Background: an optimization exercise with open tools, aiming at small area. Do not read the settings as production practice. Only simulation tests tie the RTL to the original design; equivalence was not proved.

==> flow/design.v <==
module Column (
  input  wire [7:0] x0, x1, x2, x3,
  input  wire [7:0] w0, w1, w2, w3,
  input  wire [7:1] xs0, xs1, xs2, xs3,
  output wire [7:0] lowr,
  output wire       sat_a,
  output wire       sat_b
);
  wire p0_0_0 = ~(x0[0] & w0[0]);
  wire p0_1_0 = ~(x0[0] & w0[1]);
  wire p0_1_1 = ~(x0[1] & w0[0]);
  wire p0_2_0 = ~(x0[0] & w0[2]);
  wire p0_2_1 = ~(x0[1] & w0[1]);
  wire p0_2_2 = ~(x0[2] & w0[0]);
  wire p0_3_0 = ~(x0[0] & w0[3]);
  wire p0_3_1 = ~(x0[1] & w0[2]);
  wire p0_3_2 = ~(x0[2] & w0[1]);
  wire p0_3_3 = ~(x0[3] & w0[0]);
  wire p0_4_0 = ~((x0[0] & w0[4]) | (x0[4] & w0[0]));
  wire p0_4_1 = ~(x0[1] & w0[3]);
  wire p0_4_2 = ~(x0[2] & w0[2]);
  wire p0_4_3 = ~(x0[3] & w0[1]);
  wire p0_5_0 = ~((x0[0] & w0[5]) | (x0[3] & w0[2]));
  wire p0_5_1 = ~((x0[1] & w0[4]) | (x0[4] & w0[1]));
  wire p0_5_2 = ~((x0[2] & w0[3]) | (x0[5] & w0[0]));
  wire p0_6_0 = ~((x0[0] & w0[6]) | (x0[2] & w0[4]) | (x0[4] & w0[2]) | (x0[6] & w0[0]));
  wire p0_6_1 = ~((x0[1] & w0[5]) | (x0[3] & w0[3]) | (x0[5] & w0[1]));
  wire p0_7_0 = ~((x0[0] & w0[7]) | (x0[1] & w0[6]) | (x0[2] & w0[5]) | (x0[3] & w0[4]) | (x0[4] & w0[3]) | (x0[5] & w0[2]) | (x0[6] & w0[1]) | (x0[7] & w0[0]));
  wire p1_0_0 = ~(x1[0] & w1[0]);
  wire p1_1_0 = ~(x1[0] & w1[1]);
  wire p1_1_1 = ~(x1[1] & w1[0]);
  wire p1_2_0 = ~(x1[0] & w1[2]);
  wire p1_2_1 = ~(x1[1] & w1[1]);
  wire p1_2_2 = ~(x1[2] & w1[0]);
  wire p1_3_0 = ~(x1[0] & w1[3]);
  wire p1_3_1 = ~(x1[1] & w1[2]);
  wire p1_3_2 = ~(x1[2] & w1[1]);
  wire p1_3_3 = ~(x1[3] & w1[0]);
  wire p1_4_0 = ~((x1[0] & w1[4]) | (x1[4] & w1[0]));
  wire p1_4_1 = ~(x1[1] & w1[3]);
  wire p1_4_2 = ~(x1[2] & w1[2]);
  wire p1_4_3 = ~(x1[3] & w1[1]);
  wire p1_5_0 = ~((x1[0] & w1[5]) | (x1[3] & w1[2]));
  wire p1_5_1 = ~((x1[1] & w1[4]) | (x1[4] & w1[1]));
  wire p1_5_2 = ~((x1[2] & w1[3]) | (x1[5] & w1[0]));
  wire p1_6_0 = ~((x1[0] & w1[6]) | (x1[2] & w1[4]) | (x1[4] & w1[2]) | (x1[6] & w1[0]));
  wire p1_6_1 = ~((x1[1] & w1[5]) | (x1[3] & w1[3]) | (x1[5] & w1[1]));
  wire p1_7_0 = ~((x1[0] & w1[7]) | (x1[1] & w1[6]) | (x1[2] & w1[5]) | (x1[3] & w1[4]) | (x1[4] & w1[3]) | (x1[5] & w1[2]) | (x1[6] & w1[1]) | (x1[7] & w1[0]));
  wire p2_0_0 = ~(x2[0] & w2[0]);
  wire p2_1_0 = ~(x2[0] & w2[1]);
  wire p2_1_1 = ~(x2[1] & w2[0]);
  wire p2_2_0 = ~(x2[0] & w2[2]);
  wire p2_2_1 = ~(x2[1] & w2[1]);
  wire p2_2_2 = ~(x2[2] & w2[0]);
  wire p2_3_0 = ~(x2[0] & w2[3]);
  wire p2_3_1 = ~(x2[1] & w2[2]);
  wire p2_3_2 = ~(x2[2] & w2[1]);
  wire p2_3_3 = ~(x2[3] & w2[0]);
  wire p2_4_0 = ~((x2[0] & w2[4]) | (x2[4] & w2[0]));
  wire p2_4_1 = ~(x2[1] & w2[3]);
  wire p2_4_2 = ~(x2[2] & w2[2]);
  wire p2_4_3 = ~(x2[3] & w2[1]);
  wire p2_5_0 = ~((x2[0] & w2[5]) | (x2[3] & w2[2]));
  wire p2_5_1 = ~((x2[1] & w2[4]) | (x2[4] & w2[1]));
  wire p2_5_2 = ~((x2[2] & w2[3]) | (x2[5] & w2[0]));
  wire p2_6_0 = ~((x2[0] & w2[6]) | (x2[2] & w2[4]) | (x2[4] & w2[2]) | (x2[6] & w2[0]));
  wire p2_6_1 = ~((x2[1] & w2[5]) | (x2[3] & w2[3]) | (x2[5] & w2[1]));
  wire p2_7_0 = ~((x2[0] & w2[7]) | (x2[1] & w2[6]) | (x2[2] & w2[5]) | (x2[3] & w2[4]) | (x2[4] & w2[3]) | (x2[5] & w2[2]) | (x2[6] & w2[1]) | (x2[7] & w2[0]));
  wire p3_0_0 = ~(x3[0] & w3[0]);
  wire p3_1_0 = ~(x3[0] & w3[1]);
  wire p3_1_1 = ~(x3[1] & w3[0]);
  wire p3_2_0 = ~(x3[0] & w3[2]);
  wire p3_2_1 = ~(x3[1] & w3[1]);
  wire p3_2_2 = ~(x3[2] & w3[0]);
  wire p3_3_0 = ~(x3[0] & w3[3]);
  wire p3_3_1 = ~(x3[1] & w3[2]);
  wire p3_3_2 = ~(x3[2] & w3[1]);
  wire p3_3_3 = ~(x3[3] & w3[0]);
  wire p3_4_0 = ~((x3[0] & w3[4]) | (x3[4] & w3[0]));
  wire p3_4_1 = ~(x3[1] & w3[3]);
  wire p3_4_2 = ~(x3[2] & w3[2]);
  wire p3_4_3 = ~(x3[3] & w3[1]);
  wire p3_5_0 = ~((x3[0] & w3[5]) | (x3[3] & w3[2]));
  wire p3_5_1 = ~((x3[1] & w3[4]) | (x3[4] & w3[1]));
  wire p3_5_2 = ~((x3[2] & w3[3]) | (x3[5] & w3[0]));
  wire p3_6_0 = ~((x3[0] & w3[6]) | (x3[2] & w3[4]) | (x3[4] & w3[2]) | (x3[6] & w3[0]));
  wire p3_6_1 = ~((x3[1] & w3[5]) | (x3[3] & w3[3]) | (x3[5] & w3[1]));
  wire p3_7_0 = ~((x3[0] & w3[7]) | (x3[1] & w3[6]) | (x3[2] & w3[5]) | (x3[3] & w3[4]) | (x3[4] & w3[3]) | (x3[5] & w3[2]) | (x3[6] & w3[1]) | (x3[7] & w3[0]));
  wire s1;
  wire c2;
  FullAdder fa2 (.a(p0_0_0), .b(p1_0_0), .c(p2_0_0), .s(s1), .co(c2));
  wire s3;
  wire c4;
  HalfAdderN ha4 (.an(p3_0_0), .bn(s1), .s(s3), .co(c4));
  wire s5;
  wire c6;
  FullAdder fa6 (.a(p0_1_0), .b(p0_1_1), .c(p1_1_0), .s(s5), .co(c6));
  wire s7;
  wire c8;
  FullAdder fa8 (.a(p1_1_1), .b(p2_1_0), .c(p2_1_1), .s(s7), .co(c8));
  wire s9;
  wire c10;
  FullAdder fa10 (.a(p3_1_0), .b(p3_1_1), .c(c2), .s(s9), .co(c10));
  wire s11;
  wire c12;
  FullAdder fa12 (.a(s5), .b(s7), .c(s9), .s(s11), .co(c12));
  wire i13;
  assign i13 = ~s11;
  wire s14;
  wire c15;
  HalfAdder ha15 (.a(c4), .b(i13), .s(s14), .co(c15));
  wire s16;
  wire c17;
  FullAdder fa17 (.a(p0_2_0), .b(p0_2_1), .c(p0_2_2), .s(s16), .co(c17));
  wire s18;
  wire c19;
  FullAdder fa19 (.a(p1_2_0), .b(p1_2_1), .c(p1_2_2), .s(s18), .co(c19));
  wire s20;
  wire c21;
  FullAdder fa21 (.a(p2_2_0), .b(p2_2_1), .c(p2_2_2), .s(s20), .co(c21));
  wire s22;
  wire c23;
  FullAdder fa23 (.a(p3_2_0), .b(p3_2_1), .c(p3_2_2), .s(s22), .co(c23));
  wire s24;
  wire c25;
  FullAdder fa25 (.a(c6), .b(c8), .c(s16), .s(s24), .co(c25));
  wire s26;
  wire c27;
  FullAdder fa27 (.a(s18), .b(s20), .c(s22), .s(s26), .co(c27));
  wire s28;
  wire c29;
  FullAdder fa29 (.a(c10), .b(s24), .c(s26), .s(s28), .co(c29));
  wire i30;
  assign i30 = ~c15;
  wire s31;
  wire c32;
  FullAdder fa32 (.a(c12), .b(s28), .c(i30), .s(s31), .co(c32));
  wire s33;
  wire c34;
  FullAdder fa34 (.a(p0_3_0), .b(p0_3_1), .c(p0_3_2), .s(s33), .co(c34));
  wire s35;
  wire c36;
  FullAdder fa36 (.a(p0_3_3), .b(p1_3_0), .c(p1_3_1), .s(s35), .co(c36));
  wire s37;
  wire c38;
  FullAdder fa38 (.a(p1_3_2), .b(p1_3_3), .c(p2_3_0), .s(s37), .co(c38));
  wire s39;
  wire c40;
  FullAdder fa40 (.a(p2_3_1), .b(p2_3_2), .c(p2_3_3), .s(s39), .co(c40));
  wire s41;
  wire c42;
  FullAdder fa42 (.a(p3_3_0), .b(p3_3_1), .c(p3_3_2), .s(s41), .co(c42));
  wire s43;
  wire c44;
  FullAdder fa44 (.a(p3_3_3), .b(c17), .c(c19), .s(s43), .co(c44));
  wire s45;
  wire c46;
  FullAdder fa46 (.a(c21), .b(c23), .c(s33), .s(s45), .co(c46));
  wire s47;
  wire c48;
  FullAdder fa48 (.a(s35), .b(s37), .c(s39), .s(s47), .co(c48));
  wire s49;
  wire c50;
  FullAdder fa50 (.a(s41), .b(c25), .c(c27), .s(s49), .co(c50));
  wire s51;
  wire c52;
  FullAdder fa52 (.a(s43), .b(s45), .c(s47), .s(s51), .co(c52));
  wire s53;
  wire c54;
  FullAdder fa54 (.a(c29), .b(s49), .c(s51), .s(s53), .co(c54));
  wire s55;
  wire c56;
  HalfAdderN ha56 (.an(s53), .bn(c32), .s(s55), .co(c56));
  wire s57;
  wire c58;
  FullAdder fa58 (.a(p0_4_1), .b(p0_4_2), .c(p0_4_3), .s(s57), .co(c58));
  wire s59;
  wire c60;
  FullAdder fa60 (.a(p1_4_1), .b(p1_4_2), .c(p1_4_3), .s(s59), .co(c60));
  wire s61;
  wire c62;
  FullAdder fa62 (.a(p2_4_1), .b(p2_4_2), .c(p2_4_3), .s(s61), .co(c62));
  wire s63;
  wire c64;
  FullAdder fa64 (.a(p3_4_1), .b(p3_4_2), .c(p3_4_3), .s(s63), .co(c64));
  wire s65;
  wire c66;
  FullAdder fa66 (.a(p0_4_0), .b(p1_4_0), .c(p2_4_0), .s(s65), .co(c66));
  wire s67;
  wire c68;
  FullAdder fa68 (.a(p3_4_0), .b(c34), .c(c36), .s(s67), .co(c68));
  wire s69;
  wire c70;
  FullAdder fa70 (.a(c38), .b(c40), .c(c42), .s(s69), .co(c70));
  wire s71;
  wire c72;
  FullAdder fa72 (.a(s57), .b(s59), .c(s61), .s(s71), .co(c72));
  wire s73;
  wire c74;
  FullAdder fa74 (.a(s63), .b(s65), .c(c44), .s(s73), .co(c74));
  wire s75;
  wire c76;
  FullAdder fa76 (.a(c46), .b(c48), .c(s67), .s(s75), .co(c76));
  wire s77;
  wire c78;
  FullAdder fa78 (.a(s69), .b(s71), .c(c50), .s(s77), .co(c78));
  wire s79;
  wire c80;
  FullAdder fa80 (.a(s73), .b(c52), .c(s75), .s(s79), .co(c80));
  wire s81;
  wire c82;
  FullAdder fa82 (.a(s77), .b(c54), .c(s79), .s(s81), .co(c82));
  wire i83;
  assign i83 = ~s81;
  wire s84;
  wire c85;
  HalfAdder ha85 (.a(i83), .b(c56), .s(s84), .co(c85));
  wire s86;
  wire c87;
  FullAdder fa87 (.a(p0_5_0), .b(p0_5_1), .c(p0_5_2), .s(s86), .co(c87));
  wire s88;
  wire c89;
  FullAdder fa89 (.a(p1_5_0), .b(p1_5_1), .c(p1_5_2), .s(s88), .co(c89));
  wire s90;
  wire c91;
  FullAdder fa91 (.a(p2_5_0), .b(p2_5_1), .c(p2_5_2), .s(s90), .co(c91));
  wire s92;
  wire c93;
  FullAdder fa93 (.a(p3_5_0), .b(p3_5_1), .c(p3_5_2), .s(s92), .co(c93));
  wire s94;
  wire c95;
  FullAdder fa95 (.a(c58), .b(c60), .c(c62), .s(s94), .co(c95));
  wire s96;
  wire c97;
  FullAdder fa97 (.a(c64), .b(c66), .c(s86), .s(s96), .co(c97));
  wire s98;
  wire c99;
  FullAdder fa99 (.a(s88), .b(s90), .c(s92), .s(s98), .co(c99));
  wire s100;
  wire c101;
  FullAdder fa101 (.a(c68), .b(c70), .c(c72), .s(s100), .co(c101));
  wire s102;
  wire c103;
  FullAdder fa103 (.a(s94), .b(c74), .c(s96), .s(s102), .co(c103));
  wire s104;
  wire c105;
  FullAdder fa105 (.a(s98), .b(c76), .c(s100), .s(s104), .co(c105));
  wire s106;
  wire c107;
  FullAdder fa107 (.a(c78), .b(s102), .c(c80), .s(s106), .co(c107));
  wire s108;
  wire c109;
  FullAdder fa109 (.a(s104), .b(c82), .c(s106), .s(s108), .co(c109));
  wire i110;
  assign i110 = ~s108;
  wire s111;
  wire c112;
  HalfAdder ha112 (.a(c85), .b(i110), .s(s111), .co(c112));
  wire s113;
  wire c114;
  FullAdder fa114 (.a(p0_6_1), .b(p1_6_1), .c(p2_6_1), .s(s113), .co(c114));
  wire s115;
  wire c116;
  FullAdder fa116 (.a(p3_6_1), .b(p0_6_0), .c(p1_6_0), .s(s115), .co(c116));
  wire s117;
  wire c118;
  FullAdder fa118 (.a(p2_6_0), .b(p3_6_0), .c(c87), .s(s117), .co(c118));
  wire s119;
  wire c120;
  FullAdder fa120 (.a(c89), .b(c91), .c(c93), .s(s119), .co(c120));
  wire s121;
  wire c122;
  FullAdder fa122 (.a(s113), .b(c95), .c(s115), .s(s121), .co(c122));
  wire s123;
  wire c124;
  FullAdder fa124 (.a(c97), .b(c99), .c(s117), .s(s123), .co(c124));
  wire s125;
  wire c126;
  FullAdder fa126 (.a(s119), .b(c101), .c(s121), .s(s125), .co(c126));
  wire s127;
  wire c128;
  FullAdder fa128 (.a(c103), .b(s123), .c(c105), .s(s127), .co(c128));
  wire s129;
  wire c130;
  FullAdder fa130 (.a(s125), .b(c107), .c(s127), .s(s129), .co(c130));
  wire i131;
  assign i131 = ~c112;
  wire s132;
  wire c133;
  FullAdder fa133 (.a(c109), .b(s129), .c(i131), .s(s132), .co(c133));
  wire s134;
  wire c135;
  FullAdder fa135 (.a(p0_7_0), .b(p1_7_0), .c(p2_7_0), .s(s134), .co(c135));
  wire s136;
  wire c137;
  FullAdder fa137 (.a(p3_7_0), .b(c114), .c(c116), .s(s136), .co(c137));
  wire s138;
  wire c139;
  FullAdder fa139 (.a(s134), .b(c118), .c(c120), .s(s138), .co(c139));
  wire s140;
  wire c141;
  FullAdder fa141 (.a(c122), .b(s136), .c(c124), .s(s140), .co(c141));
  wire s142;
  wire c143;
  FullAdder fa143 (.a(s138), .b(c126), .c(s140), .s(s142), .co(c143));
  wire s144;
  wire c145;
  FullAdder fa145 (.a(c128), .b(s142), .c(c130), .s(s144), .co(c145));
  wire s146;
  wire c147;
  HalfAdderN ha147 (.an(s144), .bn(c133), .s(s146), .co(c147));
  assign lowr = {s146, s132, s111, s84, s55, s31, s14, s3};
  assign sat_a = ~c135 |
    ~c137 |
    ~c139 |
    ~c141 |
    (w0[1] & xs0[7]) |
    (w0[2] & xs0[6]) |
    (w0[3] & xs0[5]) |
    (w0[4] & xs0[4]) |
    (w0[5] & xs0[3]) |
    (w0[6] & xs0[2]) |
    (w0[7] & xs0[1]) |
    (w1[1] & xs1[7]) |
    (w1[2] & xs1[6]) |
    (w1[3] & xs1[5]) |
    (w1[4] & xs1[4]) |
    (w1[5] & xs1[3]) |
    (w1[6] & xs1[2]) |
    (w1[7] & xs1[1]) |
    (w2[1] & xs2[7]) |
    (w2[2] & xs2[6]) |
    (w2[3] & xs2[5]) |
    (w2[4] & xs2[4]) |
    (w2[5] & xs2[3]) |
    (w2[6] & xs2[2]) |
    (w2[7] & xs2[1]) |
    (w3[1] & xs3[7]) |
    (w3[2] & xs3[6]) |
    (w3[3] & xs3[5]) |
    (w3[4] & xs3[4]) |
    (w3[5] & xs3[3]) |
    (w3[6] & xs3[2]) |
    (w3[7] & xs3[1]);
  assign sat_b = ~c143 | ~c145 | c147;
endmodule
module FullAdder (
  input  wire a, b, c,
  output wire s, co
);
  assign s  = a ^ b ^ c;
  assign co = (a & b) | (a & c) | (b & c);
endmodule
module HalfAdder (
  input  wire a, b,
  output wire s, co
);
  assign s  = a ^ b;
  assign co = a & b;
endmodule
module HalfAdderN (
  input  wire an, bn,
  output wire s, co
);
  assign s  = an ^ bn;
  assign co = ~(an | bn);
endmodule
module Activation (
  input  wire       sat_a,
  input  wire       sat_b,
  input  wire [7:0] lowr,
  output wire [7:0] y
);
  wire [7:0] low = lowr ^ 8'b01000100;
  wire sat  = sat_a | sat_b;
  wire keep = (|low[7:4]) | (low[3] & (low[2] | low[1]));
  assign y = {8{sat}} | (low & {8{keep}});
endmodule
module Array (
  input  wire        clk  ,
  input  wire        rst  ,
  input  wire        start,
  input  wire [31:0] a_in ,
  input  wire [31:0] w_in ,
  output wire [31:0] y_out,
  output wire        ready,
  output wire        done
);
  reg [4:0] cnt;
  always @(posedge clk or posedge rst) begin
    if (rst) cnt <= 5'd0;
    else if (cnt == 5'd0) cnt <= start ? 5'd1 : 5'd0;
    else if (cnt == 5'd17) cnt <= 5'd0;
    else cnt <= cnt + 5'd1;
  end
  assign ready = cnt == 5'd0;
  assign done  = cnt == 5'd17;
  wire load = (cnt >= 5'd1) && (cnt <= 5'd4);
  reg [7:0] w [0:3][0:3];
  always @(posedge clk) begin
    if (load) begin
      for (int j = 0; j < 4; j++) begin
        w[0][j] <= w_in[8*j+:8];
        for (int i = 1; i < 4; i++) w[i][j] <= w[i-1][j];
      end
    end
  end
  reg [7:0] a0d1, a0d2, a0d3, a0d4, a1d1, a1d2, a1d3, a2d1, a2d2, a3d1;
  always @(posedge clk) begin
    a0d1 <= a_in[7:0];   a0d2 <= a0d1; a0d3 <= a0d2; a0d4 <= a0d3;
    a1d1 <= a_in[15:8];  a1d2 <= a1d1; a1d3 <= a1d2;
    a2d1 <= a_in[23:16]; a2d2 <= a2d1;
    a3d1 <= a_in[31:24];
  end
  wire [7:0] x0 = a0d4, x1 = a1d3, x2 = a2d2, x3 = a3d1;
  wire [7:1] xs0, xs1, xs2, xs3;
  generate
    for (genvar k = 1; k < 8; k = k + 1) begin : xsuf
      assign xs0[k] = |x0[7:k];
      assign xs1[k] = |x1[7:k];
      assign xs2[k] = |x2[7:k];
      assign xs3[k] = |x3[7:k];
    end
  endgenerate
  wire [7:0] lowr [0:3];
  wire [3:0] sat_a, sat_b;
  genvar j;
  generate
    for (j = 0; j < 4; j = j + 1) begin : col
      Column c (
        .x0(a0d4), .x1(a1d3), .x2(a2d2), .x3(a3d1),
        .w0(w[0][j]), .w1(w[1][j]), .w2(w[2][j]), .w3(w[3][j]),
        .xs0(xs0), .xs1(xs1), .xs2(xs2), .xs3(xs3),
        .lowr(lowr[j]), .sat_a(sat_a[j]), .sat_b(sat_b[j])
      );
    end
  endgenerate
  reg [9:0] s0, s1, s2, s3;
  always @(posedge clk) begin
    s0 <= {sat_b[0], sat_a[0], lowr[0]};
    s1 <= {sat_b[1], sat_a[1], lowr[1]};
    s2 <= {sat_b[2], sat_a[2], lowr[2]};
    s3 <= {sat_b[3], sat_a[3], lowr[3]};
  end
  wire [7:0] y0, y1, y2, y3;
  Activation act0 (.sat_a(s0[8]), .sat_b(s0[9]), .lowr(s0[7:0]), .y(y0));
  Activation act1 (.sat_a(s1[8]), .sat_b(s1[9]), .lowr(s1[7:0]), .y(y1));
  Activation act2 (.sat_a(s2[8]), .sat_b(s2[9]), .lowr(s2[7:0]), .y(y2));
  Activation act3 (.sat_a(s3[8]), .sat_b(s3[9]), .lowr(s3[7:0]), .y(y3));
  reg [7:0] r1b, r2b, r2c, r3b, r3c, r3d;
  always @(posedge clk) begin
    r1b <= y1;
    r2b <= y2; r2c <= r2b;
    r3b <= y3; r3c <= r3b; r3d <= r3c;
  end
  assign y_out = {r3d, r2c, r1b, y0};
endmodule
module top #(parameter N = 4) (
  input  wire           clk  ,
  input  wire           rst  ,
  input  wire           start,
  input  wire [8*N-1:0] a_in ,
  input  wire [8*N-1:0] w_in ,
  output wire [8*N-1:0] y_out,
  output wire           ready,
  output wire           done
);
  Array dut (
    .clk  (clk  ),
    .rst  (rst  ),
    .start(start),
    .a_in (a_in ),
    .w_in (w_in ),
    .y_out(y_out),
    .ready(ready),
    .done (done )
  );
endmodule
==> flow/run.sh <==
#!/bin/bash
# synth_recipe.tcl (not shown) runs the flow's synth.tcl, then flattens the netlist and writes it again
# the make line also repeats each setting of config.mk as NAME=value (left out here)
make -C /OpenROAD-flow-scripts/flow DESIGN_CONFIG=/design/flow/config.mk WORK_HOME=/design/flow/orfs CLKGATE_MAP_FILE= SYNTH_SCRIPT=/design/flow/synth_recipe.tcl finish
==> flow/config.mk <==
export PLATFORM = sky130hd
export DESIGN_NAME = top
export DESIGN_NICKNAME = top
export VERILOG_FILES = /design/flow/design.v
export SDC_FILE = /design/flow/constraint.sdc
export NUM_CORES = 4
export LEC_CHECK = 0
export CAP_MARGIN = 20
export CORE_MARGIN = 2
export CORE_UTILIZATION = 55
export CTS_CLUSTER_DIAMETER = 100
export CTS_CLUSTER_SIZE = 22
export SLEW_MARGIN = 20
export SYNTH_HIERARCHICAL = 1
==> flow/constraint.sdc <==
create_clock -name core_clock -period 5.0 [get_ports {clk}]
set_input_delay 1.0000 -clock core_clock [delete_from_list [all_inputs] [get_ports {clk}]]
set_output_delay 1.0000 -clock core_clock [all_outputs]
set_load 0.01 [all_outputs]
==> results.py, run 1 <==
metrics = {
    "setup_path": {
        "crit_buf_inv": 2,
        "critPathMostFrequentCell": "fa_1",
        "reg2reg_depth": 12,
        "worstReg2RegStart": "dut.a3d1[0]",
        "critPathTopFamily": "adder cells",
        "crit_chain": "buf_4 > nand2_1 > fa_1 > fa_1 > fa_1 > fa_1 > fa_1 > fa_1 > fa_1 > inv_1 > ha_1 > nand3b_1",
        "crit_slowest_cell": "dfxtp_1",
        "slowest_delay_ps": 710,
        "worstPathMaxFanout": 12,
        "worstPathArrival_ps": 5100,
        "critPathCaptureType": "register",
        "crit_type": "reg -> reg",
        "r2r-end": "dut.s1[9]",
        "cp-start-kind": "register",
        "rrSetupSlack_ps": 290,
        "required_ps": 5390,
    },
    "worst_hold_path": {
        "min-delay-start": "dut.a2d1[5]",
        "hp-class": "reg -> reg",
        "worst_hold_path.endpoint": "dut.a2d2[5]",
        "hold_path_depth": 0,
    },
    "detailed_routing": {
        "drt_wl_total_mm": 46.53,
        "num_vias": 11670,
        "drt-vias-per-instance": 6.511,
        "drtIter0Drc": 1347,
        "postRouteAntennaNets": 0,
        "dr.pass1.iters": 6,
        "wl_met3_mm": 4.822,
        "routed.top_layer": "met4",
        "wl_met2_mm": 21.89,
        "wl_per_cell_um": 25.96,
        "drc": 0,
        "met1_length_mm": 17.85,
    },
    "yosys": {
        "synth.cell_area_um2": 17300,
        "seq_area_frac_synth": 0.4239,
        "ys.flop_type": "dfxtp_1",
        "yosysUniqueCellTypes": 42,
        "synth_edf_count": 128,
        "synth_xor_area_frac": 0.0005064,
        "synthMuxAreaShare": 0.001157,
        "yosys.area_share.simple": 0.09209,
        "synth_top_family_by_area": "adder cells",
        "synth_compound_area_frac": 0.1220,
        "async_flop_share": 0.01661,
        "syn-instance-count": 1304,
        "yosys.area_share.adder": 0.3205,
        "synth.avg_cell_area_um2": 13.26,
        "synth-seq-cells": 301,
        "ys_warn_count": 9,
        "synth.net_count": 1658,
    },
    "cts": {
        "clkLatencyLatePin_ps": 530,
        "cts_tree": "yes",
        "root_buffer": "clkbuf_16",
        "clock-sinks": 301,
        "path_clk_slew_ps": 100,
        "hold_buffers": 0,
        "htree_levels": 1,
        "ctsLongestPathBuffers": 3,
        "cts_setup_buffers": 0,
        "cts_resized": 0,
        "cts_buffers": 17,
    },
    "final_layout": {
        "area_growth_pct": 11.76,
        "fillCellCount": 2469,
        "fin_nets": 1740,
        "drive_gt1_frac": 0.07736,
        "diodes": 0,
    },
    "sta": {
        "rsz0062_at_grt": "false",
        "tightest_slew_ps": 1008,
        "slew_headroom": 0.3268,
        "timing.hold.ws_ps": 318.1,
        "fmax_mhz": 212.3,
        "hold_viol_final": 0,
        "fin_tns_setup_ps": 0,
        "period_minus_slack_ps": 4711,
        "finalCritPeriodShare": 0.9421,
        "finClkSkew_ps": 34.13,
        "final-setup-viol-count": 0,
        "final_max_slew_viol_count": 0,
    },
    "place": {
        "port_buffers": 100,
        "place_hpwl_mm": 32.67,
        "gp_congestion": 0.9116,
    },
    "flow_run": {
        "max_cap_viol_count": 0,
    },
    "global_routing": {
        "grtUsageTotal": 0.2923,
        "antenna_found_initial": 0,
        "grt_overflow": 0,
        "grt_pass1_wl_mm": 72.32,
        "grt_max_degree": 129,
        "grt_pass1_vias": 12550,
    },
    "floorplan": {
        "die_h_um": 181.3,
        "core-area_um2": 30750,
        "io_pins": 101,
        "die_area_um2": 32880,
        "start_util": 0.5625,
        "fp-row-count": 64,
        "fp.dieW_um": 181.3,
    },
    "run_status": {
        "status": "complete, no violations",
    },
}
cell usage in the layout, fill, tap and decap left out, types with 5 or more instances in the layout:
cell type,n
a22o_1,36
clkdlybuf4s50_1,100
nor2_1,6
buf_12,12
a22oi_1,148
or2_2,8
a21oi_1,6
clkbuf_16,17
a221oi_2,12
nor3_1,9
buf_4,34
fa_1,260
nand3_1,5
a221oi_1,24
inv_1,51
and4_1,17
nand2_1,220
a222oi_1,16
nand4_1,8
edfxtp_1,128
dfxtp_1,168
or3_1,12
clkbuf_1,10
ha_1,25
a31oi_1,5
metal layers:
metal	vias up	track usage
li1	4816	-
met1	5924	0.3967
met2	788	0.4684
met3	139	0.05805
met4	0	0.1151
met5	-	0
synth_stat cells, types with 6 or more instances:
cell      instances  area share
fa_1            260        0.30
nand2_1         220       0.048
dfxtp_1         168        0.19
a22oi_1         148       0.064
edfxtp_1        128        0.22
inv_1            53       0.012
clkbuf_1         43      0.0093
a22o_1           36       0.018
buf_4            32       0.014
ha_1             27       0.020
a221oi_1         24       0.012
and4_1           17      0.0086
a222oi_1         16      0.0093
a221oi_2         12       0.010
or3_1            12      0.0043
nor3_1            9      0.0026
buf_6             8      0.0052
nand4_1           8      0.0029
or2_2             8      0.0029
a21oi_1           6      0.0017
nor2_1            6      0.0013
area by class of cell:
type,count,area [µm²],area share
clock inverters,1,6.256,0.0003236
repair buffers,146,1496,0.07741
well taps,396,495.5,0.02563
clock buffers,28,476.7,0.02466
inverters,53,198.9,0.01029
multi-input cells,867,9324,0.4823
flip-flops and latches,301,7333,0.3794
how the worst max path moves through the flow:
stage                      from           to  slack, ps  cells after the start
detailed placement  dut.a3d1[0]    dut.s1[9]        330                     12
CTS                 dut.a3d1[1]    dut.s1[9]        270                     12
global route        dut.a3d1[1]    dut.s2[7]        120                     13
finish              dut.a3d1[0]    dut.s1[9]        290                     12
floorplan            dut.cnt[1]  dut.w[0][0]       -510                      4
global placement    dut.a3d1[0]    dut.s1[9]        380                     12
kinds of logic after synthesis:
group                    after synthesis
XOR/XNOR                               1
AND/OR/NAND/NOR                      321
multiplexers                           2
AO/OA/AOI/OAI                        256
buffers and inverters                136
adder cells (fa/ha/maj)              287
flip-flops                           301
per-module statistics from Yosys (local to each module, per instance), excerpt:
module / cells inside / flip-flops and latches / area, µm²
HalfAdderN: 3 / 0 / 20.02
Array: 356 / 301 / 7727
Activation: 15 / 0 / 101.3
HalfAdder: 1 / 0 / 12.51
Column: 145 / 0 / 892.1
FullAdder: 1 / 0 / 20.02
sequential cells by signal, indices dropped and copies added, names as in the netlist:
| signal | count |
|---|---|
| dut.w | 128 |
| dut.s0 | 10 |
| dut.s1 | 10 |
| dut.s2 | 10 |
| dut.s3 | 10 |
| dut.a0d1 | 8 |
| dut.a0d2 | 8 |
| dut.a0d3 | 8 |
| dut.a0d4 | 8 |
| dut.a1d1 | 8 |
| dut.a1d2 | 8 |
| dut.a1d3 | 8 |
| dut.a2d1 | 8 |
| dut.a2d2 | 8 |
| dut.a3d1 | 8 |
| dut.r1b | 8 |
| dut.r2b | 8 |
| dut.r2c | 8 |
| dut.r3b | 8 |
| dut.r3c | 8 |
| dut.r3d | 8 |
| dut.cnt | 5 |
through the flow:
| step | utilization | cells | cell area (µm²) | setup WS (ps) |
|---|---|---|---|---|
| 2_1_floorplan | - | 1304 | 17350 | -513.4 |
| 3_3_place_gp | 0.6130 | 1763 | 18850 | 384.9 |
| 3_5_place_dp | 0.6130 | 1763 | 18850 | 332.6 |
| 4_1_cts | 0.6287 | 1792 | 19330 | 274.3 |
| 5_1_grt | 0.6287 | 1792 | 19330 | 115.0 |
| 6_report | 0.6287 | 1792 | 19330 | 289.4 |
==> run 2: changes to the inputs <==
==> flow/flow/run.sh (new file) <==
#!/bin/bash
# The standard layout, with the port buffers made from the smallest buffer.
set -euo pipefail
export BUFFER_PORTS_ARGS="-buffer_cell sky130_fd_sc_hd__buf_1"
bash standard.sh > standard.log 2>&1
==> flow/standard.sh (new file) <==
#!/bin/bash
# synth_recipe.tcl (not shown) runs the flow's synth.tcl, then flattens the netlist and writes it again
# the make line also repeats each setting of config.mk as NAME=value (left out here)
make -C /OpenROAD-flow-scripts/flow DESIGN_CONFIG=/design/flow/config.mk WORK_HOME=/design/flow/orfs CLKGATE_MAP_FILE= SYNTH_SCRIPT=/design/flow/synth_recipe.tcl "${@:-finish}"
--- a/flow/config.mk
+++ b/flow/config.mk
@@ -7,7 +7,7 @@
 export LEC_CHECK = 0
 export CAP_MARGIN = 20
 export CORE_MARGIN = 2
-export CORE_UTILIZATION = 55
+export CORE_UTILIZATION = 65
 export CTS_CLUSTER_DIAMETER = 100
 export CTS_CLUSTER_SIZE = 22
 export SLEW_MARGIN = 20
removed: flow/run.sh
==> results.py, run 2 <==
metrics = {
    "detailed_routing": {
        "drtIter0Drc": 1782,
        "dr.pass1.iters": 6,
        "num_vias": 11690,
        "wl_per_cell_um": 26.35,
        "drc": 0,
        "drt-vias-per-instance": 6.759,
        "postRouteAntennaNets": 0,
        "drt_wl_total_mm": 45.56,
    },
    "cts": {
        "clkLatencyLatePin_ps": 520,
        "htree_levels": 1,
        "root_buffer": "clkbuf_16",
        "cts_setup_buffers": 0,
        "cts_resized": 0,
        "clock-sinks": 301,
        "hold_buffers": 0,
        "path_clk_slew_ps": 90,
        "ctsLongestPathBuffers": 3,
        "cts_buffers": 17,
        "cts_tree": "yes",
    },
    "yosys": {
        "ys_top_cells_by_count": "fa_1 (260), nand2_1 (220), dfxtp_1 (168), a22oi_1 (148), edfxtp_1 (128)",
        "yosysTopAreaCellShare": 0.3009,
        "ys.flop_type": "dfxtp_1",
        "yosys.area.top_type": "fa_1",
        "synth_area_leaders": "fa_1 (30%), edfxtp_1 (22%), dfxtp_1 (19%)",
        "synth.net_count": 1658,
        "synth_edf_count": 128,
        "synth.cell_area_um2": 17300,
        "synth-seq-cells": 301,
        "syn-instance-count": 1304,
        "yosysUniqueCellTypes": 42,
        "yosysMostFrequentCell": "fa_1",
        "synth.avg_cell_area_um2": 13.26,
        "seq_area_frac_synth": 0.4239,
        "ys_warn_count": 9,
        "async_flop_share": 0.01661,
    },
    "global_routing": {
        "grt_pass1_wl_mm": 71.64,
        "grt_max_degree": 129,
        "grt_overflow": 0,
        "grtUsageTotal": 0.3386,
        "antenna_found_initial": 0,
        "grt_pass1_vias": 12670,
    },
    "worst_hold_path": {
        "hp-class": "reg -> reg",
    },
    "floorplan": {
        "fp-row-count": 59,
        "die_h_um": 167.1,
        "core-area_um2": 26060,
        "start_util": 0.6638,
        "fp.dieW_um": 167.1,
        "die_area_um2": 27930,
        "io_pins": 101,
    },
    "setup_path": {
        "crit_type": "reg -> reg",
        "required_ps": 5410,
        "rrSetupSlack_ps": 220,
        "worstPathArrival_ps": 5190,
        "critPathCaptureType": "register",
        "worstPathMaxFanout": 8,
        "cp-start-kind": "register",
    },
    "run_status": {
        "status": "complete, no violations",
    },
    "final_layout": {
        "fin_nets": 1738,
        "diodes": 0,
        "largest_register": "dut.w",
        "area_growth_pct": 7.508,
        "final_util": 0.7136,
        "final_cell_mix": "fa_1 (260), nand2_1 (220), dfxtp_1 (167), a22oi_1 (148), edfxtp_1 (128)",
        "layout_commonest_cell": "fa_1",
        "largest_register_ffs": 128,
        "drive_gt1_frac": 0.07604,
    },
    "place": {
        "place_hpwl_mm": 32.25,
        "port_buffers": 100,
        "gp_congestion": 0.9523,
    },
    "sta": {
        "fin_tns_setup_ps": 0,
        "finClkSkew_ps": 28.93,
        "fmax_mhz": 209.0,
        "final-setup-viol-count": 0,
        "slew_headroom": 0.3628,
        "finalCritPeriodShare": 0.9569,
        "rsz0062_at_grt": "false",
        "final_max_slew_viol_count": 0,
        "tightest_slew_ps": 954.6,
        "period_minus_slack_ps": 4785,
        "hold_viol_final": 0,
    },
    "flow_run": {
        "max_cap_viol_count": 0,
    },
}
-- run 2: cell counts after synthesis --
No cell type changed its count.
-- run 2: cell type report --
type / count / area [µm²]
fillers: 1843 / 7463
well taps: 335 / 419.2
flip-flops and latches: 301 / 7335
repair buffers: 144 / 843.3
clock buffers: 28 / 466.7
clock inverters: 1 / 8.758
multi-input cells: 867 / 9324
inverters: 53 / 198.9
-- run 2: metal layers --
metal  wire, µm  track usage  part of all wire  vias to the layer above
met5          0            0                 0                        -
met3       5615      0.07941              0.12                      195
met1      16250       0.4544              0.36                     5780
met4       2180       0.1267             0.048                        0
li1           -            -                 -                     4819
met2      21520       0.5471              0.47                      892
-- run 2: path summary, 6_finish.rpt --
kind                        startpoint          end  cells past startpoint
max                        dut.a1d3[3]    dut.s2[7]                     13
min reg2reg                dut.a2d1[6]  dut.a2d2[6]                      0
min                        dut.a2d1[6]  dut.a2d2[6]                      0
max in group asynchronous          rst   dut.cnt[0]                      2
max reg2reg                dut.a1d3[3]    dut.s2[7]                     13
min in group asynchronous          rst   dut.cnt[3]                      2
-- run 2: cells by family (layout without fill, tap and decap cells) --
logic type | after synthesis | after routing | synth area share
adders and majority gates | 287 | 287 | 0.3205
xor gates and xnor gates | 1 | 1 | 0.0005065
DFF | 301 | 301 | 0.4239
AOI/OAI and AO/OA | 256 | 256 | 0.1220
and+or+nand+nor | 321 | 321 | 0.09209
muxes | 2 | 2 | 0.001157
buffers and inverters | 136 | 226 | 0.03993
-- run 2: modules after synthesis (local to each module, per instance), excerpt --
module / cells / flops+latches / copies in the design / cell area (µm²)
Activation: 15 / 0 / 4 / 101.3
Array: 356 / 301 / 1 / 7727
HalfAdderN: 3 / 0 / 12 / 20.02
Column: 145 / 0 / 4 / 892.1
FullAdder: 1 / 0 / 260 / 20.02
HalfAdder: 1 / 0 / 12 / 12.51
-- run 2: critical path: stages, from the launching register on --
cell and delay [ps]:
dfxtp_1 810, nand2_1 160, fa_1 510, fa_1 560, fa_1 430, fa_1 410, fa_1 450, fa_1 490
inv_1 70, ha_1 130, inv_1 50, fa_1 360, inv_1 60, ha_1 210
-- run 2: stage by stage --
stage                     hold slack [ps]  cells  worst slack, ps  cell area [µm²]
final                               323.6   1729            215.4            18600
after detailed placement            312.1   1700            249.6            18120
after floorplan                     309.6   1304           -513.4            17350
after CTS                           328.9   1729            202.2            18590
after global routing                332.9   1729            54.85            18600
after global placement              309.9   1700            356.2            18120
==> run 3: changes to the inputs <==
--- a/flow/config.mk
+++ b/flow/config.mk
@@ -10,5 +10,6 @@
 export CORE_UTILIZATION = 65
 export CTS_CLUSTER_DIAMETER = 100
 export CTS_CLUSTER_SIZE = 22
+export GPL_TIMING_DRIVEN = 0
 export SLEW_MARGIN = 20
 export SYNTH_HIERARCHICAL = 1
==> results.py, run 3 <==
metrics = {
    "run_status": {
        "status": "complete, no violations",
    },
    "detailed_routing": {
        "dr.pass1.iters": 6,
        "num_vias": 12010,
        "drt_wl_total_mm": 45.78,
        "drc": 0,
        "wl_per_cell_um": 25.72,
        "drt-vias-per-instance": 6.746,
        "drtIter0Drc": 1645,
        "postRouteAntennaNets": 0,
    },
    "final_layout": {
        "largest_register_ffs": 128,
        "fin_nets": 1789,
        "drive_gt1_frac": 0.1093,
        "largest_register": "dut.w",
        "layout_commonest_cell": "fa_1",
        "area_growth_pct": 9.194,
        "final_cell_mix": "fa_1 (260), nand2_1 (220), dfxtp_1 (154), a22oi_1 (148), edfxtp_1 (128)",
        "diodes": 0,
        "fillCellCount": 1827,
    },
    "yosys": {
        "yosys.area.top_type": "fa_1",
        "synth.avg_cell_area_um2": 13.26,
        "yosysTopAreaCellShare": 0.3009,
        "async_flop_share": 0.01661,
        "ys.flop_type": "dfxtp_1",
        "synth-seq-cells": 301,
        "synth.net_count": 1658,
        "ys_warn_count": 9,
        "synth_edf_count": 128,
        "seq_area_frac_synth": 0.4239,
        "syn-instance-count": 1304,
        "synth.cell_area_um2": 17300,
        "ys_top_cells_by_count": "fa_1 (260), nand2_1 (220), dfxtp_1 (168), a22oi_1 (148), edfxtp_1 (128)",
        "synth_area_leaders": "fa_1 (30%), edfxtp_1 (22%), dfxtp_1 (19%)",
        "yosysUniqueCellTypes": 42,
        "yosysMostFrequentCell": "fa_1",
    },
    "flow_run": {
        "max_cap_viol_count": 0,
    },
    "cts": {
        "ctsLongestPathBuffers": 3,
        "root_buffer": "clkbuf_16",
        "htree_levels": 1,
        "cts_tree": "yes",
        "cts_buffers": 17,
        "clock-sinks": 301,
        "clkLatencyLatePin_ps": 510,
        "path_clk_slew_ps": 90,
        "hold_buffers": 0,
    },
    "floorplan": {
        "io_pins": 101,
        "core-area_um2": 26060,
        "start_util": 0.6638,
        "fp.dieW_um": 167.1,
        "die_h_um": 167.1,
        "fp-row-count": 59,
        "die_area_um2": 27930,
    },
    "sta": {
        "fmax_mhz": 203.7,
        "final_max_slew_viol_count": 0,
        "period_minus_slack_ps": 4908,
        "final-setup-viol-count": 0,
        "finClkSkew_ps": 26.72,
        "finalCritPeriodShare": 0.9816,
        "hold_viol_final": 0,
        "timing.hold.ws_ps": 321.5,
        "fin_ws_ps": 91.88,
        "tightest_slew_ps": 1113,
        "slew_headroom": 0.2568,
    },
    "setup_path": {
        "slowest_delay_ps": 640,
        "crit_slowest_cell": "dfxtp_2",
        "worstPathMaxFanout": 16,
        "crit_type": "reg -> reg",
        "critPathMostFrequentCell": "fa_1",
        "worstPathArrival_ps": 5320,
        "crit_chain": "buf_16 > nand2_1 > fa_1 > fa_1 > fa_1 > fa_1 > fa_1 > fa_1 > inv_1 > ha_1 > inv_1 > fa_1 > inv_1 > ha_1 > buf_4",
        "crit_buf_inv": 5,
        "required_ps": 5410,
        "critPathTopFamily": "adder cells",
        "critPathCaptureType": "register",
        "cp-start-kind": "register",
    },
    "worst_hold_path": {
        "hp-class": "reg -> reg",
    },
    "global_routing": {
        "grt_max_degree": 30,
        "grt_pass1_wl_mm": 71.23,
        "grt_pass1_vias": 12730,
        "antenna_found_initial": 0,
        "grt_overflow": 0,
        "grtUsageTotal": 0.3349,
    },
    "place": {
        "port_buffers": 100,
        "place_hpwl_mm": 32.20,
        "place_worst_setup_slack_ps": -110.1,
        "gp_congestion": 0.9269,
    },
}
[run 3: cell counts after synthesis]
No cell type changed its count.
[run 3: cells by family after synthesis]
logic type,after synthesis,share of synthesized area
buffers and inverters,136,0.03993
multiplexers,2,0.001157
XOR/XNOR,1,0.0005065
flip-flops,301,0.4239
AND/OR/NAND/NOR,321,0.09209
adder cells (fa/ha/maj),287,0.3205
AO/OA/AOI/OAI,256,0.1220
[run 3: layout make-up]
type / instances / area [µm²] / share of cell area
Clock buffer: 27 / 462.9 / 0.02451
Multi-Input combinational cell: 867 / 9324 / 0.4937
Tap cell: 335 / 419.2 / 0.02219
Clock inverter: 2 / 26.28 / 0.001391
Inverter: 53 / 198.9 / 0.01053
Sequential cell: 301 / 7368 / 0.3901
Buffer: 79 / 509.2 / 0.02696
Timing Repair Buffer: 116 / 578.1 / 0.03061
[run 3: worst paths after layout]
check,startpoint,to,slack [ps],depth (start not counted)
setup / recovery,dut.a2d2[1],dut.s3[7],90,15
hold / removal,dut.a2d1[4],dut.a2d2[4],320,0
hold reg to reg,dut.a2d1[4],dut.a2d2[4],320,0
setup reg to reg,dut.a2d2[1],dut.s3[7],90,15
min in group asynchronous,rst,dut.cnt[0],370,2
max in group asynchronous,rst,dut.cnt[0],4440,2
[run 3: per-stage QoR]
stage	util	std cells	cell area (µm²)	TNS [ps]
detailed placement	0.7046	1755	18360	-114.4
global route	0.7248	1780	18890	-3.826
CTS	0.7236	1784	18860	-0.2318
floorplan	-	1304	17350	-65710
global placement	0.6963	1739	18140	-343980
finish	0.7248	1780	18890	0
[run 3: metal layers]
layer / vias to the layer above / part of all wire / wire length [µm] / global-route usage
li1: 4920 / - / - / -
met1: 5954 / 0.36 / 16690 / 0.4492
met2: 926 / 0.47 / 21480 / 0.5344
met3: 208 / 0.12 / 5436 / 0.08390
met4: 0 / 0.047 / 2169 / 0.1301
met5: - / 0 / 0 / 0.003478
[run 3: modules after synthesis, one instance, submodules excluded, a selection]
module      cell area [µm²]  cells  flip-flops and latches  copies in the design
Array                  7727    356                     301                     1
HalfAdder             12.51      1                       0                    12
FullAdder             20.02      1                       0                   260
Activation            101.3     15                       0                     4
Column                892.1    145                       0                     4
HalfAdderN            20.02      3                       0                    12
[run 3: what timing repair did]
item / in CTS / in global routing
setup buffers: 0 / 0
gates resized for setup: 5 / 51
endpoints found under the setup margin: 3 / 10
==> run 4: changes to the inputs <==
--- a/flow/design.v
+++ b/flow/design.v
@@ -362,8 +362,20 @@
   input  wire an, bn,
   output wire s, co
 );
-  assign s  = an ^ bn;
-  assign co = ~(an | bn);
+  Xor2 x (.a(an), .b(bn), .y(s));
+  Nor2 n (.a(an), .b(bn), .y(co));
+endmodule
+module Xor2 (
+  input  wire a, b,
+  output wire y
+);
+  assign y = a ^ b;
+endmodule
+module Nor2 (
+  input  wire a, b,
+  output wire y
+);
+  assign y = ~(a | b);
 endmodule
 module Activation (
   input  wire       sat_a,
--- a/flow/config.mk
+++ b/flow/config.mk
@@ -10,6 +10,5 @@
 export CORE_UTILIZATION = 65
 export CTS_CLUSTER_DIAMETER = 100
 export CTS_CLUSTER_SIZE = 22
-export GPL_TIMING_DRIVEN = 0
 export SLEW_MARGIN = 20
 export SYNTH_HIERARCHICAL = 1
==> results.py, run 4 <==
metrics = {
    "final_layout": {
        "fillCellCount": 1852,
        "final_util": 0.7108,
        "final_cell_mix": "fa_1 (260), nand2_1 (220), dfxtp_1 (168), a22oi_1 (148), edfxtp_1 (128)",
        "final_cells": 1721,
        "layout_commonest_cell": "fa_1",
        "largest_register_ffs": 128,
        "area_growth_pct": 7.642,
        "drive_gt1_frac": 0.07864,
        "largest_register": "dut.w",
        "diodes": 0,
        "fin_nets": 1718,
        "final_area_um2": 18520,
    },
    "setup_path": {
        "critPathMostFrequentCell": "fa_1",
        "worstPathMaxFanout": 12,
        "crit_slowest_cell": "dfxtp_1",
        "required_ps": 5400,
        "slowest_delay_ps": 880,
        "worstReg2RegStart": "dut.a2d2[3]",
        "crit_chain": "nand2_1 > fa_1 > fa_1 > fa_1 > fa_1 > fa_1 > fa_1 > inv_1 > ha_1 > inv_1 > fa_1 > xor2_1",
        "cp-start-kind": "register",
        "critPathTopFamily": "adder cells",
        "worstSetupStartpoint": "dut.a2d2[3]",
        "critPathCaptureType": "register",
        "crit_buf_inv": 2,
        "crit_type": "reg -> reg",
        "worstPathArrival_ps": 5110,
    },
    "yosys": {
        "seq_area_frac_synth": 0.4261,
        "yosysTopAreaCellShare": 0.3025,
        "ys_warn_count": 9,
        "synth.cell_area_um2": 17210,
        "async_flop_share": 0.01661,
        "synth.net_count": 1634,
        "synth-seq-cells": 301,
        "synth.avg_cell_area_um2": 13.32,
        "ys_top_cells_by_count": "fa_1 (260), nand2_1 (220), dfxtp_1 (168), a22oi_1 (148), edfxtp_1 (128)",
        "yosysMostFrequentCell": "fa_1",
        "ys.flop_type": "dfxtp_1",
        "yosysUniqueCellTypes": 43,
        "yosys.area.top_type": "fa_1",
        "syn-instance-count": 1292,
        "synth_edf_count": 128,
        "synth_area_leaders": "fa_1 (30%), edfxtp_1 (22%), dfxtp_1 (20%)",
    },
    "cts": {
        "ctsLongestPathBuffers": 3,
        "cts_tree": "yes",
        "root_buffer": "clkbuf_16",
        "clock-sinks": 301,
        "hold_buffers": 0,
        "clkLatencyLatePin_ps": 520,
        "cts_buffers": 17,
        "cts_setup_buffers": 0,
        "path_clk_slew_ps": 90,
        "cts_resized": 0,
        "htree_levels": 1,
    },
    "detailed_routing": {
        "drt-vias-per-instance": 6.774,
        "drt_wl_total_mm": 45.20,
        "dr.pass1.iters": 8,
        "postRouteAntennaNets": 0,
        "drtIter0Drc": 1626,
        "drc": 0,
        "wl_per_cell_um": 26.26,
        "num_vias": 11660,
    },
    "place": {
        "post_dp_cell_area_um2": 18050,
        "place_hpwl_mm": 31.59,
        "place_worst_setup_slack_ps": 343.6,
        "gp_congestion": 0.9448,
        "post-place-cells": 1692,
        "port_buffers": 100,
    },
    "sta": {
        "hold_viol_final": 0,
        "period_minus_slack_ps": 4712,
        "timing.hold.ws_ps": 321.0,
        "fin_tns_setup_ps": 0,
        "slew_headroom": 0.4191,
        "final_max_slew_viol_count": 0,
        "fmax_mhz": 212.2,
        "tightest_slew_ps": 870.2,
        "fin_ws_ps": 287.6,
        "final-setup-viol-count": 0,
        "rsz0062_at_grt": "false",
        "finalCritPeriodShare": 0.9425,
        "finClkSkew_ps": 21.39,
    },
    "floorplan": {
        "fp-row-count": 59,
        "fp.dieW_um": 166.7,
        "die_area_um2": 27790,
        "core-area_um2": 26060,
        "die_h_um": 166.7,
        "io_pins": 101,
        "start_util": 0.6603,
    },
    "worst_hold_path": {
        "min-delay-start": "dut.r3c[1]",
        "hp-class": "reg -> reg",
    },
    "global_routing": {
        "grt_overflow": 0,
        "grt_max_degree": 129,
        "grt_pass1_vias": 12290,
        "antenna_found_initial": 0,
        "grt_pass1_wl_mm": 70.10,
        "grtUsageTotal": 0.3337,
    },
    "run_status": {
        "status": "complete, no violations",
    },
    "flow_run": {
        "max_cap_viol_count": 0,
    },
}
==> run 4: logic make-up (layout without fill, tap and decap cells) <==
logic type      Yosys count  after routing  synth area share
fa+ha+maj               275            275            0.3134
compound gates          256            256            0.1226
mux                       2              2          0.001164
flops                   301            301            0.4261
simple gates            333            333           0.09518
xor+xnor                 13             13          0.006617
buf+inv                 112            206           0.03490
==> run 4: modules after synthesis (local to each module, per instance), a selection <==
module | copies in the design | cells inside | flops+latches
Array | 1 | 356 | 301
Column | 4 | 145 | 0
Activation | 4 | 15 | 0
FullAdder | 260 | 1 | 0
HalfAdder | 12 | 1 | 0
Xor2 | 12 | 1 | 0
Nor2 | 12 | 1 | 0
==> run 4: layer usage <==
metal,part of all wire,global-route usage,vias up
met5,0,0,-
met4,0.048,0.1357,0
met3,0.13,0.07652,178
met2,0.46,0.5106,917
met1,0.37,0.4710,5756
li1,-,-,4807
==> run 4: layout make-up <==
type                    instances  area (µm²)  area share
clock buffers                  28       466.7     0.02520
clock inverters                 1       8.758   0.0004729
inverters                      29       108.9    0.005877
multi-input cells             879        9324      0.5034
flip-flops and latches        301        7333      0.3959
well taps                     335       419.2     0.02263
repair buffers                148       860.8     0.04648
==> run 4: final timing paths <==
kind                            slack (ps)         end  cells after the start
max in group asynchronous             4430  dut.cnt[0]                      2
worst min-delay path                   320  dut.r3d[1]                      0
worst min register to register         320  dut.r3d[1]                      0
worst max-delay path                   290   dut.s3[7]                     12
worst max register to register         290   dut.s3[7]                     12
min in group asynchronous              360  dut.cnt[3]                      2
==> run 5: changes to the inputs <==
--- a/flow/config.mk
+++ b/flow/config.mk
@@ -7,8 +7,8 @@
 export LEC_CHECK = 0
 export CAP_MARGIN = 20
 export CORE_MARGIN = 2
-export CORE_UTILIZATION = 65
-export CTS_CLUSTER_DIAMETER = 100
-export CTS_CLUSTER_SIZE = 22
+export CORE_UTILIZATION = 75
+export CTS_CLUSTER_DIAMETER = 120
+export CTS_CLUSTER_SIZE = 26
 export SLEW_MARGIN = 20
 export SYNTH_HIERARCHICAL = 1
==> results.py, run 5 <==
metrics = {
    "run_status": {
        "status": "complete, no violations",
    },
    "place": {
        "place_hpwl_mm": 31.56,
        "gp_congestion": 0.9800,
        "post-place-cells": 1636,
        "port_buffers": 100,
    },
    "floorplan": {
        "core-area_um2": 22570,
        "fp-row-count": 55,
        "die_h_um": 155.5,
        "die_area_um2": 24170,
        "io_pins": 101,
        "start_util": 0.7623,
        "fp.dieW_um": 155.5,
    },
    "yosys": {
        "synth-seq-cells": 301,
        "yosys.area_share.simple": 0.09519,
        "synth_edf_count": 128,
        "synth.net_count": 1634,
        "ys_top_cells_by_count": "fa_1 (260), nand2_1 (220), dfxtp_1 (168), a22oi_1 (148), edfxtp_1 (128)",
        "synth.avg_cell_area_um2": 13.32,
        "synth.cell_area_um2": 17210,
        "synthMuxAreaShare": 0.001163,
        "ys.flop_type": "dfxtp_1",
        "async_flop_share": 0.01661,
        "seq_area_frac_synth": 0.4261,
        "yosysMostFrequentCell": "fa_1",
        "synth_xor_area_frac": 0.006617,
        "synth_top_family_by_area": "adder cells",
        "ys_warn_count": 9,
        "yosysUniqueCellTypes": 43,
        "yosysTopAreaCellShare": 0.3025,
        "yosys.area.top_type": "fa_1",
        "syn-instance-count": 1292,
        "synth_compound_area_frac": 0.1226,
        "synth_area_leaders": "fa_1 (30%), edfxtp_1 (22%), dfxtp_1 (20%)",
        "yosys.area_share.adder": 0.3134,
    },
    "final_layout": {
        "area_growth_pct": 6.835,
        "fillCellCount": 1300,
        "layout_commonest_cell": "fa_1",
        "final_util": 0.8144,
        "final_cell_mix": "fa_1 (260), nand2_1 (220), dfxtp_1 (167), a22oi_1 (148), edfxtp_1 (128)",
        "largest_register_ffs": 128,
        "drive_gt1_frac": 0.07485,
        "diodes": 0,
        "final_cells": 1661,
        "multi_input_area_um2": 9324,
        "fin_nets": 1710,
        "largest_register": "dut.w",
        "seq_area_um2": 7335,
    },
    "detailed_routing": {
        "postRouteAntennaNets": 0,
        "num_vias": 12040,
        "routed.top_layer": "met5",
        "wl_met2_mm": 20.78,
        "drc": 0,
        "drtIter0Drc": 1962,
        "wl_met3_mm": 6.931,
        "drt_wl_total_mm": 45.45,
        "met1_length_mm": 14.61,
        "wl_per_cell_um": 27.36,
        "dr.pass1.iters": 10,
        "drt-vias-per-instance": 7.247,
    },
    "setup_path": {
        "worstPathArrival_ps": 5220,
        "critPathCaptureType": "register",
        "required_ps": 5410,
        "worstPathMaxFanout": 8,
        "cp-start-kind": "register",
        "crit_type": "reg -> reg",
        "reg2reg_depth": 12,
    },
    "global_routing": {
        "grt_pass1_wl_mm": 71.11,
        "grt_pass1_vias": 13150,
        "antenna_found_initial": 1,
        "grt_overflow": 0,
        "grtUsageTotal": 0.3947,
        "grt_max_degree": 129,
    },
    "sta": {
        "final_max_slew_viol_count": 0,
        "finClkSkew_ps": 29.98,
        "period_minus_slack_ps": 4812,
        "fmax_mhz": 207.8,
        "slew_headroom": 0.2995,
        "hold_viol_final": 0,
        "finalCritPeriodShare": 0.9624,
        "tightest_slew_ps": 1049,
        "final-setup-viol-count": 0,
        "timing.hold.ws_ps": 305.3,
        "fin_tns_setup_ps": 0,
        "rsz0062_at_grt": "false",
    },
    "cts": {
        "root_buffer": "clkbuf_16",
        "hold_buffers": 0,
        "clkLatencyLatePin_ps": 510,
        "cts_buffers": 15,
        "cts_setup_buffers": 0,
        "cts_tree": "yes",
        "path_clk_slew_ps": 110,
        "htree_levels": 1,
        "clock-sinks": 301,
        "ctsLongestPathBuffers": 3,
    },
    "worst_hold_path": {
        "hold_path_depth": 0,
        "hp-class": "reg -> reg",
    },
    "flow_run": {
        "max_cap_viol_count": 0,
    },
}
==> run 5: cell counts after synthesis <==
No cell type changed its count.
==> run 5: worst paths after layout <==
path | startpoint | slack (ps) | to
worst min-delay path | dut.a0d2[7] | 310 | dut.a0d3[7]
max in group asynchronous | rst | 4440 | dut.cnt[0]
worst min register to register | dut.a0d2[7] | 310 | dut.a0d3[7]
worst max-delay path | dut.a1d3[3] | 190 | dut.s0[7]
worst max register to register | dut.a1d3[3] | 190 | dut.s0[7]
min in group asynchronous | rst | 370 | dut.cnt[2]
==> run 5: critical path, cell delays in order, from the launching register on <==
cell	delay, ps
dfxtp_1	830
nand2_1	190
fa_1	540
fa_1	450
fa_1	540
fa_1	440
fa_1	410
fa_1	480
inv_1	80
ha_1	150
inv_1	50
fa_1	400
xor2_1	180
==> run 5: routing by layer <==
| layer | GRT usage | vias to the layer above |
|---|---|---|
| met3 | 0.1242 | 310 |
| met4 | 0.2128 | 2 |
| met2 | 0.6056 | 1101 |
| met5 | 0 | - |
| li1 | - | 4786 |
| met1 | 0.5110 | 5839 |
==> run 5: repair_timing <==
action                                  4_1_cts  5_1_grt
resized for setup                             0        1
hold endpoints to repair                      0        0
endpoints found under the setup margin        0        7
==> run 5: logic make-up (layout without fill, tap and decap cells) <==
| family | after synthesis | count (layout) |
|---|---|---|
| and+or+nand+nor | 333 | 333 |
| DFF | 301 | 301 |
| adders and majority gates | 275 | 275 |
| AOI/OAI and AO/OA | 256 | 256 |
| buffers and inverters | 112 | 196 |
| xor gates and xnor gates | 13 | 13 |
| muxes | 2 | 2 |
==> run 5: Yosys stat by module, one instance, submodules excluded, excerpt <==
module,area (µm²),times used,cells,flops+latches
Xor2,8.758,12,1,0
Array,7727,1,356,301
FullAdder,20.02,260,1,0
HalfAdder,12.51,12,1,0
Activation,101.3,4,15,0
Nor2,3.754,12,1,0
Column,892.1,4,145,0
==> run 5: layout make-up <==
type / instances / area share
multi-input cells: 879 / 0.5072
flip-flops and latches: 301 / 0.3990
repair buffers: 142 / 0.04506
clock buffers: 24 / 0.02280
well taps: 285 / 0.01940
inverters: 29 / 0.005922
clock inverters: 1 / 0.0006126
==> run 5: per-stage QoR <==
step,setup slack [ps],cell area (µm²)
after CTS,215.0,18380
after global placement,401.4,17950
final,188.2,18380
after detailed placement,244.9,17950
after global routing,20.82,18380
after floorplan,-513.4,17260
==> run 6: changes to the inputs <==
--- a/flow/config.mk
+++ b/flow/config.mk
@@ -7,7 +7,7 @@
 export LEC_CHECK = 0
 export CAP_MARGIN = 20
 export CORE_MARGIN = 2
-export CORE_UTILIZATION = 75
+export CORE_UTILIZATION = 70
 export CTS_CLUSTER_DIAMETER = 120
 export CTS_CLUSTER_SIZE = 26
 export SLEW_MARGIN = 20
==> results.py, run 6 <==
metrics = {
    "yosys": {
        "synth.cell_area_um2": 17210,
        "syn-instance-count": 1292,
        "synth.avg_cell_area_um2": 13.32,
        "seq_area_frac_synth": 0.4261,
        "synth_area_leaders": "fa_1 (30%), edfxtp_1 (22%), dfxtp_1 (20%)",
        "yosysMostFrequentCell": "fa_1",
        "async_flop_share": 0.01661,
        "ys_warn_count": 9,
        "yosysTopAreaCellShare": 0.3025,
        "ys_top_cells_by_count": "fa_1 (260), nand2_1 (220), dfxtp_1 (168), a22oi_1 (148), edfxtp_1 (128)",
        "synth.net_count": 1634,
        "yosys.area.top_type": "fa_1",
        "yosysUniqueCellTypes": 43,
    },
    "global_routing": {
        "grt_util_met2": 0.5674,
        "grt_overflow": 0,
        "grt_pass1_wl_mm": 69.58,
        "met1_usage": 0.4752,
        "grt_pass1_vias": 12430,
        "gr-max-usage-layer": "met2",
        "grt_use_met3": 0.1012,
    },
    "worst_hold_path": {
        "worst_hold_path.endpoint": "dut.a2d2[3]",
        "hp-class": "reg -> reg",
        "hold_path_depth": 0,
    },
    "final_layout": {
        "largest_register_ffs": 128,
        "final_cells": 1693,
        "seq_area_um2": 7336,
        "fin_nets": 1702,
        "drive_gt1_frac": 0.06944,
        "multi_input_area_um2": 9324,
        "fillCellCount": 1566,
        "layout_commonest_cell": "fa_1",
        "final_util": 0.7586,
    },
    "setup_path": {
        "r2r-end": "dut.s0[9]",
        "worstPathMaxFanout": 8,
        "required_ps": 5440,
        "critPathCaptureType": "register",
        "worstPathArrival_ps": 5170,
        "worstReg2RegStart": "dut.a2d2[3]",
    },
    "sta": {
        "hold_viol_final": 0,
        "tightest_slew_ps": 1021,
        "rsz0062_at_grt": "false",
        "final-setup-viol-count": 0,
        "finalCritPeriodShare": 0.9461,
        "slew_headroom": 0.3183,
    },
    "place": {
        "port_buffers": 100,
        "place_worst_setup_slack_ps": 196.9,
        "post-place-cells": 1667,
    },
    "detailed_routing": {
        "drtIter0Drc": 1831,
        "num_vias": 11740,
        "drc": 0,
        "drt-vias-per-instance": 6.937,
        "wl_per_cell_um": 26.55,
        "dr.pass1.iters": 6,
    },
    "cts": {
        "htree_levels": 1,
        "clock-sinks": 301,
        "hold_buffers": 0,
        "cts_tree": "yes",
        "ctsLongestPathBuffers": 3,
        "cts_setup_buffers": 0,
        "cts_buffers": 15,
    },
    "run_status": {
        "status": "complete, no violations",
    },
    "floorplan": {
        "fp.dieW_um": 160.8,
        "start_util": 0.7096,
        "die_area_um2": 25850,
    },
    "flow_run": {
        "max_cap_viol_count": 0,
    },
}
[run 6: Yosys stat by module (local to each module, per instance), a selection]
module | flops+latches | cells | times used
Array | 301 | 356 | 1
HalfAdder | 0 | 1 | 12
Xor2 | 0 | 1 | 12
Column | 0 | 145 | 4
FullAdder | 0 | 1 | 260
Nor2 | 0 | 1 | 12
Activation | 0 | 15 | 4
[run 6: how the worst max path moves through the flow]
stage | start | end | slack, ps | cells past startpoint
2_1_floorplan | dut.cnt[1] | dut.w[0][0] | -510 | 4
5_1_grt | dut.w[8][1] | dut.s0[9] | 110 | 13
3_3_place_gp | dut.a3d1[0] | dut.s3[7] | 420 | 12
4_1_cts | dut.a3d1[0] | dut.s0[9] | 160 | 13
6_report | dut.a2d2[3] | dut.s0[9] | 270 | 13
3_5_place_dp | dut.a3d1[0] | dut.s0[9] | 200 | 13
[run 6: layer usage]
layer  wire [µm]  part of all wire
met1       15340              0.34
met2       21000              0.47
met3        6407              0.14
met4        2209             0.049
met5           0                 0
[run 6: logic make-up (layout without fill, tap and decap cells)]
kind of cell	Yosys count	after routing	synth area share
XOR/XNOR	13	13	0.006617
adder cells (fa/ha/maj)	275	275	0.3134
flip-flops	301	301	0.4261
other	0	1	0
multiplexers	2	2	0.001164
buffers and inverters	112	188	0.03490
AND/OR/NAND/NOR	333	333	0.09518
AO/OA/AOI/OAI	256	256	0.1226
[run 6: cell type report]
cell class	instances	share of cell area
clock inverters	1	0.0008842
well taps	324	0.02204
diodes	1	0.0001360
inverters	29	0.005918
flip-flops and latches	301	0.3988
repair buffers	134	0.04312
clock buffers	24	0.02224
multi-input cells	879	0.5069
[run 6: per-stage QoR]
stage	TNS (ps)	area [µm²]
6_report	0	18400
3_3_place_gp	0	17960
3_5_place_dp	0	17960
2_1_floorplan	-65710	17260
4_1_cts	0	18390
5_1_grt	0	18390
[run 6: critical path: stages (launching register included)]
cell and delay [ps]:
dfxtp_1 800, nand2_1 160, fa_1 530, fa_1 430, fa_1 400, fa_1 500
fa_1 410, fa_1 460, inv_1 80, ha_1 160, inv_1 50, fa_1 390
nor2_1 150, nand3b_1 140

## afterwards: timing with drivers on the ports
The flow's constraints put no driver on any port. The routed layouts listed below were extracted and timed again, unchanged, in two steps.
Step 1, drivers: a clkbuf_16 drives clk and a buf_2 each remaining input, both assumed.
Step 2 moves the port delays by t, midway between the first and last clock arrival at a register: inputs arrive t later, outputs are due t later. That takes back most of the time a late clock gives input paths.
Three values: ideal, step 1, step 2; two values: the first two.
run | t (ns) | setup slack, ns | latest minus earliest clock arrival (ns) | slew at the worst register clock pin (ns)
run 1 | 0.564 | 0.289 / 0.289 / 0.289 | 0.037 / 0.037 | 0.10 / 0.10
run 2 | 0.552 | 0.215 / 0.215 / 0.215 | 0.029 / 0.029 | 0.10 / 0.10
run 3 | 0.548 | 0.092 / 0.092 / 0.092 | 0.028 / 0.029 | 0.10 / 0.10
run 4 | 0.553 | 0.288 / 0.288 / 0.288 | 0.021 / 0.021 | 0.09 / 0.09
run 5 | 0.544 | 0.188 / 0.188 / 0.188 | 0.032 / 0.032 | 0.11 / 0.11
run 6 | 0.548 | 0.270 / 0.270 / 0.270 | 0.026 / 0.026 | 0.10 / 0.10
After both steps every run listed still meets setup and hold.
